This is an optimization exercise on Yosys and OpenROAD, whose aim is small area, not a production implementation.
The RTL was checked by simulation tests, not by an equivalence proof against the original design.
No driver is modelled on the clock port, so clocking that relies on it looks cheaper here than on a real chip.
Power is estimated from default activity; no workload was simulated.

==> garnet: inputs <==
Design pipelined_adder, start of the top module:
module pipelined_adder (
	input logic [31:0] a,
	input logic [31:0] b,
	output logic [31:0] s,
	input logic cin, clk, rstn, valid_in,
	output logic cout, valid_out);
==> module full_adder, before the edit <==
module full_adder(input logic a, b, cin,
						output logic s, cout);
	assign s = a ^ b ^ cin;
	assign cout = (a & b) | (a | b) & cin;
endmodule
==> module n_bit_rc_adder, before the edit <==
module n_bit_rc_adder #(parameter N = 8, parameter ZERO_CIN = 0)
					(input logic [N-1:0] a, b,
					input logic cin,
					output logic [N-1:0] s,
					output logic cout);
	logic [N:0] c;
	genvar i;
	generate
		for (i = 0; i < N; i = i + 1) begin : bits
			if (i == 0 && ZERO_CIN) begin : ha
				assign s[i]   = a[i] ^ b[i];
				assign c[i+1] = a[i] & b[i];
			end else begin : fa
				full_adder fa_i(.a(a[i]), .b(b[i]), .cin(c[i]), .s(s[i]), .cout(c[i+1]));
			end
		end
	endgenerate
	assign c[0] = ZERO_CIN ? 1'b0 : cin;
	assign cout = c[N];
endmodule
==> module and8, before the edit <==
module and8 (input logic [7:0] x, output logic y);
	assign y = &x;
endmodule
==> module carry_merge, before the edit <==
module carry_merge (input logic g, p, c, output logic y);
	assign y = g | (p & c);
endmodule
==> module pipelined_adder, before the edit <==
module pipelined_adder (
	input logic [31:0] a,
	input logic [31:0] b,
	output logic [31:0] s,
	input logic cin, clk, rstn, valid_in,
	output logic cout, valid_out);
	logic [31:0] bs, bs_q;
	logic [3:0]  g, g_q;
	genvar i, j;
	generate
		for (i = 0; i < 4; i = i + 1) begin : blocks
			n_bit_rc_adder #(.N(8), .ZERO_CIN(i != 0)) adder(
				.a(a[8*i +: 8]),
				.b(b[8*i +: 8]),
				.cin(cin),
				.s(bs[8*i +: 8]),
				.cout(g[i])
			);
		end
	endgenerate
	always_ff @(posedge clk) begin
		valid_out <= rstn & valid_in;
		bs_q <= bs;
		g_q <= g;
	end
	logic [2:1] p;
	logic [3:1] bc;
	assign bc[1] = g_q[0];
	generate
		for (i = 1; i < 3; i = i + 1) begin : carries
			and8 all_ones(.x(bs_q[8*i +: 8]), .y(p[i]));
			carry_merge merge(.g(g_q[i]), .p(p[i]), .c(bc[i]), .y(bc[i+1]));
		end
	endgenerate
	assign s[7:0] = bs_q[7:0];
	logic [8:0] t [3:1];
	generate
		for (i = 1; i < 4; i = i + 1) begin : incs
			assign t[i][0] = bc[i];
			for (j = 0; j < 8; j = j + 1) begin : bits
				assign s[8*i + j] = bs_q[8*i + j] ^ t[i][j];
				assign t[i][j+1] = bs_q[8*i + j] & t[i][j];
			end
		end
	endgenerate
	carry_merge cout_merge(.g(g_q[3]), .p(bs_q[31]), .c(t[3][7]), .y(cout));
endmodule
Settings: LEC_CHECK=0, CAP_MARGIN=20, CORE_MARGIN=2, CORE_UTILIZATION=52, SLEW_MARGIN=20, SYNTH_HIERARCHICAL=1; clock period 4.5 ns.
standard.sh (not shown) runs the stock make flow with config.mk's settings and CLKGATE_MAP_FILE= SYNTH_SCRIPT=/design/flow/synth_recipe.tcl, a recipe that flattens the netlist after the stock synthesis.
==> flow/flow/run.sh <==
#!/bin/bash
# The standard layout, with two changes: the port buffers are the smallest
# buffer (buf_1) instead of the one buffer_ports picks, and the clock is
# buffered by pre_cts.tcl (a few clock buffers, no H-tree, no dummy loads).
set -euo pipefail
here=$(pwd)
export BUFFER_PORTS_ARGS="-buffer_cell sky130_fd_sc_hd__buf_1"
export CTS_ARGS="-sink_clustering_enable -repair_clock_nets -dont_use_dummy_load"
export PRE_CTS_TCL="$here/flow/pre_cts.tcl"
export CLOCK_GROUPS=${CLOCK_GROUPS:-2}
export CLOCK_BUF=${CLOCK_BUF:-sky130_fd_sc_hd__clkbuf_8}
bash standard.sh > "$here/orfs_flow.log" 2>&1
==> flow/flow/pre_cts.tcl <==
# Clock buffering for this small design: instead of an H-tree, CLOCK_GROUPS
# clock buffers (CLOCK_BUF) each drive one group of flip-flops, grouped by x
# position and placed at the group's centre. Every flip-flop gets its clock
# through exactly one buffer of the same type. CTS then finds the clock net
# already buffered and leaves it as it is.
set ngroups $::env(CLOCK_GROUPS)
set ffs {}
foreach inst [[ord::get_db_block] getInsts] {
  if {[[$inst getMaster] isSequential]} {
    set b [$inst getBBox]
    lappend ffs [list [expr {([$b xMin] + [$b xMax]) / 2}] [expr {([$b yMin] + [$b yMax]) / 2}] $inst]
  }
}
set ffs [lsort -integer -index 0 $ffs]
set n [llength $ffs]
set dbu [[ord::get_db_tech] getDbUnitsPerMicron]
for {set g 0} {$g < $ngroups} {incr g} {
  set lo [expr {$g * $n / $ngroups}]
  set hi [expr {($g + 1) * $n / $ngroups - 1}]
  set xs 0; set ys 0; set pins {}
  foreach f [lrange $ffs $lo $hi] {
    lassign $f x y inst
    set xs [expr {$xs + $x}]; set ys [expr {$ys + $y}]
    lappend pins [get_pins [$inst getName]/CLK]
  }
  set m [expr {$hi - $lo + 1}]
  set loc [list [expr {$xs / $m / double($dbu)}] [expr {$ys / $m / double($dbu)}]]
  insert_buffer -buffer_cell $::env(CLOCK_BUF) -net clk -load_pins $pins \
    -location $loc -buffer_name clkbuf_grp$g -net_name clk_grp$g
}
==> inputs of violet, as changes to garnet <==
==> flow/design.v (replaced) <==
module full_adder(input logic a, b, cin, 
						output logic s, cout);
	assign s = a ^ b ^ cin;
	assign cout = (a & b) | (a | b) & cin;
endmodule
module n_bit_rc_adder #(parameter N = 8)
					(input logic [N-1:0] a, b,
					input logic cin,
					output logic [N-1:0] s,
					output logic cout);
	logic [N-1:0] cin_array;
	logic [N-1:0] cout_array;
	logic [N-1:0] sum_array;
	full_adder full_adder_insts [N-1:0]
    (
        .a(a),
        .b(b),
        .s(sum_array),
        .cin(cin_array),
        .cout(cout_array)
    );
	always_comb begin
		cin_array[0] = cin;
		for (int i = 1; i < N; i = i+1) begin
			cin_array[i] = cout_array[i-1];
		end
	end
	assign cout = cout_array[N-1];
	assign s = sum_array;
endmodule
module pipelined_adder (
	input logic [31:0] a,
	input logic [31:0] b,
	output logic [31:0] s,
	input logic cin, clk, rstn, valid_in,
	output logic cout, valid_out);
	logic [3:0] cin_saved;
	logic	[3:0] cout_saved, valid_saved;
	logic [3:0][31:0] a_saved, b_saved, s_saved;
	genvar i;  
    generate
        for (i = 0; i < 4; i = i + 1) begin : adders
            n_bit_rc_adder adder(
                .a(a_saved[i][8*i + 7 : 8*i]),
                .b(b_saved[i][8*i + 7 : 8*i]),
                .s(s_saved[i][8*i + 7 : 8*i]),
                .cin(cin_saved[i]),
                .cout(cout_saved[i])
            );
        end
    endgenerate
	generate
    	for (i = 1; i < 4; i++) begin: s_shift
			always_ff @(posedge clk) begin
				if (!rstn) s_saved[i][8*i-1 : 0] <= 'b0;
				else s_saved[i][8*i-1 : 0] <= s_saved[i-1][8*i-1 : 0];
			end
		end
	endgenerate
	always_ff @(posedge clk) begin
		if (!rstn) begin
			a_saved <= '0;
			b_saved <= '0;
			s <= 'b0;
			cout <= 'b0;
			valid_out <= 'b0;
			cin_saved <= 'b0;
			valid_saved <= 'b0;
		end else begin
			a_saved <= {a_saved[2:0], a};
			b_saved <= {b_saved[2:0], b};
			cin_saved <= {cout_saved[2:0], cin};
			valid_saved <= {valid_saved[2:0], valid_in};
			s <= s_saved[3];
			cout <= cout_saved[3];
			valid_out <= valid_saved[3];
		end
	end
endmodule
==> flow/run.sh (new file) <==
#!/bin/bash
# synth_recipe.tcl (not shown) runs the flow's synth.tcl, then flattens the netlist and writes it again
# the make line also repeats each setting of config.mk as NAME=value (left out here)
make -C /OpenROAD-flow-scripts/flow DESIGN_CONFIG=/design/flow/config.mk WORK_HOME=/design/flow/orfs CLKGATE_MAP_FILE= SYNTH_SCRIPT=/design/flow/synth_recipe.tcl finish
--- a/flow/config.mk
+++ b/flow/config.mk
@@ -8,5 +8,4 @@
 export CAP_MARGIN = 20
 export CORE_MARGIN = 2
-export CORE_UTILIZATION = 52
+export CORE_UTILIZATION = 40
 export SLEW_MARGIN = 20
-export SYNTH_HIERARCHICAL = 1
removed: flow/flow/run.sh
removed: flow/flow/pre_cts.tcl
removed: flow/standard.sh
==> run_results.csv <==
group,metric,value,unit
route,wl,10.1,mm
power,ir_drop,269,uV
layout,seqAreaFraction,0.523,
sta,max_slew_margin,0.559,
power,comb-power,175,uW
sta,min_period,4.01,ns
synth,synth-simple-area-share,0.210,
sta,finalCritPeriodShare,0.891,
setup_path,path_cells,"fa_1 -> fa_1 -> fa_1 -> fa_1 -> fa_1 -> fa_1 -> inv_1 -> fa_1 -> fa_1 -> and2b_1",
status,status,"timing/DRC/antenna clean",
That was violet.
==> run_results.csv <==
group,metric,value,unit
global_routing,grt_overflow,0,
status,status,"timing/DRC/antenna clean",
synth,synth-simple-area-share,0.0219,
layout,seqAreaFraction,0.341,
placement,dpl_cell_area,2150,sq um
route,wl,2.97,mm
sta,grt_setup_unrepaired,"no",
layout,multiInputGateArea,968,sq um
clock_tree,postCtsSetupBuffers,0,
layout,multi_input_gates,66,
power,p_per_area,336,nW/um^2
setup_path,cp-startpoint,"a[0]",
power,ir_drop,193,uV
hold_path,hold_depth,2,
sta,finalCritPeriodShare,0.917,
setup_path,crit_path_frequent_cell,"fa_1",
route,vias,1136,
floorplan,core_area,3310,sq um
setup_path,path_cells,"buf_1 -> fa_1 -> fa_1 -> fa_1 -> fa_1 -> fa_1 -> fa_1 -> fa_1 -> fa_1",
sta,min_period,4.12,ns
That was garnet.

[afterwards: timing with drivers on the ports]
The flow's constraints put no driver on any port. The routed layouts listed below were extracted and timed again, unchanged, in two steps.
Step 1, drivers: a clkbuf_16 drives clk and a buf_2 each remaining input, both assumed.
Step 2 adds t to the input delays and takes it off the output delays; t is the mean of the earliest and latest rising clock arrival at the registers after step 1. Input paths then give back, and output paths get back, about the clock's delay inside the block.
Three values: ideal ports, drivers, drivers and shift; two values: the first two.
| run | t, ns | setup slack, ns | worst hold slack (ns) | worst setup path after step 2 | slew at the worst register clock pin (ns) |
|---|---|---|---|---|---|
| garnet | 0.191 | 0.376 / 0.387 / 0.197 | 0.923 / 0.912 / 1.102 | input to register | 0.10 / 0.10 |
| violet | 0.532 | 0.489 / 0.489 / 0.489 | 0.428 / 0.428 / 0.428 | register to register | 0.06 / 0.06 |
After both steps every run listed still meets setup and hold. The setup slack of garnet, which loses most, moves by +0.011 ns with the drivers and by -0.179 ns with both steps.
